From an optimization exercise on the open Yosys and OpenROAD flow, aimed at small area; shortcuts taken in it are not production practice.
Function was checked by simulation only, so behaviour that the tests miss may differ from the original.

## P
==> flow/design.v <==
`timescale 1 ns / 1 ps
module fifo_hold(q, ld_a, ld_b, nd, y);
	input q, ld_a, ld_b, nd;
	output y;
	assign y = ~((~q & ~ld_a) | (ld_b & nd));
endmodule
module fifo_aoi222(a0, s0, a1, s1, a2, s2, y);
	input a0, s0, a1, s1, a2, s2;
	output y;
	assign y = ~((a0 & s0) | (a1 & s1) | (a2 & s2));
endmodule
module fifo_nand5(a, y);
	input [4:0] a;
	output y;
	assign y = ~&a;
endmodule
module fifo(clk,reset,r,w,data_in,out,full,empty,
	cnt_w_next,cnt_w,cnt_r_next,cnt_r);
	input clk,reset,r,w;
	input [7:0] data_in;
	output wire [7:0] out;
	output reg full,empty;
	output wire [3:0] cnt_w_next,cnt_r_next;
	output reg [3:0] cnt_w, cnt_r;
	assign cnt_w_next = cnt_w + {3'b000, w};
	assign cnt_r_next = cnt_r + {3'b000, r};
	wire ptr_eq = (cnt_w_next == cnt_r_next);
	always @(posedge clk) begin
		if (reset) begin
			cnt_w <= 4'd0;
			cnt_r <= 4'd0;
			empty <= 1'b1;
			full  <= 1'b0;
		end else begin
			cnt_w <= cnt_w_next;
			cnt_r <= cnt_r_next;
			empty <= (ptr_eq & ~w & r) | (empty & ~w);
			full  <= (ptr_eq & w & ~r) | (full & ~r);
		end
	end
	wire [3:0] wlo, whi;
	assign wlo[0] = w & ~cnt_w[1] & ~cnt_w[0];
	assign wlo[1] = w & ~cnt_w[1] &  cnt_w[0];
	assign wlo[2] = w &  cnt_w[1] & ~cnt_w[0];
	assign wlo[3] = w &  cnt_w[1] &  cnt_w[0];
	assign whi[0] = ~cnt_w[3] & ~cnt_w[2];
	assign whi[1] = ~cnt_w[3] &  cnt_w[2];
	assign whi[2] =  cnt_w[3] & ~cnt_w[2];
	assign whi[3] =  cnt_w[3] &  cnt_w[2];
	wire [7:0] nd = ~(data_in & {8{~reset}});
	wire [14:0] ld;
	reg [119:0] m;
	genvar k, b;
	generate
		for (k = 0; k < 15; k = k + 1) begin : slot
			assign ld[k] = reset | (wlo[k % 4] & whi[k / 4]);
			for (b = 0; b < 8; b = b + 1) begin : bt
				wire y;
				fifo_hold u (.q(m[8*k+b]), .ld_a(ld[k]), .ld_b(ld[k]), .nd(nd[b]), .y(y));
				always @(posedge clk)
					m[8*k+b] <= y;
			end
		end
	endgenerate
	wire [3:0] rlo, rhi;
	assign rlo[0] = ~cnt_r[1] & ~cnt_r[0];
	assign rlo[1] = ~cnt_r[1] &  cnt_r[0];
	assign rlo[2] =  cnt_r[1] & ~cnt_r[0];
	assign rlo[3] =  cnt_r[1] &  cnt_r[0];
	assign rhi[0] = ~cnt_r[3] & ~cnt_r[2];
	assign rhi[1] = ~cnt_r[3] &  cnt_r[2];
	assign rhi[2] =  cnt_r[3] & ~cnt_r[2];
	assign rhi[3] =  cnt_r[3] &  cnt_r[2];
	wire [14:0] sel;
	generate
		for (k = 0; k < 15; k = k + 1) begin : rsel
			if (k == 13)
				assign sel[k] = rhi[3] & cnt_r[0] & (~cnt_r[1] | r);
			else
				assign sel[k] = rlo[k % 4] & rhi[k / 4];
		end
		for (b = 0; b < 8; b = b + 1) begin : rbit
			wire [4:0] t;
			for (k = 0; k < 5; k = k + 1) begin : grp
				fifo_aoi222 u (.a0(m[8*(3*k)+b]), .s0(sel[3*k]),
					.a1(m[8*(3*k+1)+b]), .s1(sel[3*k+1]),
					.a2(m[8*(3*k+2)+b]), .s2(sel[3*k+2]), .y(t[k]));
			end
			fifo_nand5 o (.a(t), .y(out[b]));
		end
	endgenerate
endmodule
Settings: LEC_CHECK=0, CAP_MARGIN=5, CORE_MARGIN=2, CORE_UTILIZATION=70, PLACE_DENSITY=0.8, SLEW_MARGIN=5, SYNTH_HIERARCHICAL=1; clock period 5.0 ns.
standard.sh (not shown) runs the stock make flow with config.mk's settings and CLKGATE_MAP_FILE= SYNTH_SCRIPT=/design/flow/synth_recipe.tcl, a recipe that flattens the netlist after the stock synthesis.
==> flow/flow/run.sh <==
#!/bin/bash
# Own layout flow: the standard flow (standard synthesis unchanged) with
#  - every combinational cell downsized after floorplan (repair re-sizes where needed),
#  - minimum-size buffers on the ports,
#  - a clock tree of small buffers without dummy loads.
set -euo pipefail
here=$(pwd)
export POST_FLOORPLAN_TCL=$here/flow/downsize.tcl
export BUFFER_PORTS_ARGS="-buffer_cell sky130_fd_sc_hd__buf_1"
export CTS_ARGS="-sink_clustering_enable -repair_clock_nets -buf_list sky130_fd_sc_hd__clkbuf_4 -sink_clustering_size 20 -sink_clustering_max_diameter 60 -dont_use_dummy_load"
bash standard.sh > $here/standard_flow.log 2>&1
==> flow/flow/downsize.tcl <==
# Replace every combinational cell by the smallest-area cell of the same
# family (same function, other drive strength); later repair steps size
# cells up again where slew, capacitance or timing need it.
set db [ord::get_db]
set block [ord::get_db_block]
set dont_use {}
if {[info exists ::env(DONT_USE_CELLS)]} { set dont_use $::env(DONT_USE_CELLS) }
set n 0
set saved 0.0
foreach inst [$block getInsts] {
  set m [$inst getMaster]
  set mn [$m getName]
  if {![regexp {^(sky130_fd_sc_hd__[a-z0-9]+)_(\d+)$} $mn -> base sz]} { continue }
  if {[regexp {^sky130_fd_sc_hd__(tap|fill|decap|lpflow|clkdly|dly|conb|probe)} $mn]} { continue }
  set best $m
  set best_area [expr {[$m getWidth] * [$m getHeight]}]
  foreach s {0 1 2 3 4 6 8 12 16} {
    set cn "${base}_$s"
    if {$cn eq $mn || [lsearch -exact $dont_use $cn] >= 0} { continue }
    set c [$db findMaster $cn]
    if {$c eq "NULL" || $c eq ""} { continue }
    set a [expr {[$c getWidth] * [$c getHeight]}]
    if {$a < $best_area} { set best $c; set best_area $a }
  }
  if {$best ne $m} {
    set saved [expr {$saved + ([$m getWidth] * [$m getHeight] - $best_area) / 1e6}]
    replace_cell [$inst getName] [$best getName]
    incr n
  }
}
puts "downsize: replaced $n cells, [format %.1f $saved] um2 less"
#### Input delta (Q over P)
Settings: changing CORE_UTILIZATION from 70 to 80; changing PLACE_DENSITY from 0.8 to 0.9.
==> notes.md <==
Per the comparison of Q with P, pin count of the biggest net entering global routing did not really move; fmax went down; xor-xnor portion of the synthesized cell area did not really move.
Wire length on met1, P and Q, lower one = Q.

-- re-timing with driven ports --
How much do the figures lean on ideal ports? The routed layouts below were timed once more, with nothing changed but the port constraints. Step 1 assumes that a clkbuf_16 drives the clock port and a buf_2 every other input. Step 2, shift: input delay + t, output delay - t, t = (earliest + latest rising clock arrival at the registers) / 2. This alone moves slack from input paths to output paths. a / b / c = ideal ports / drivers / drivers and shift; a / b = the first two.
| run | t (ns) | setup slack, ns | worst hold slack (ns) |
|---|---|---|---|
| P | 0.515 | 1.147 / 1.117 / 1.368 | 0.475 / 0.475 / 0.475 |
| Q | 0.528 | 1.048 / 1.016 / 1.426 | 0.477 / 0.477 / 0.477 |
After both steps setup and hold are still met in every run listed.
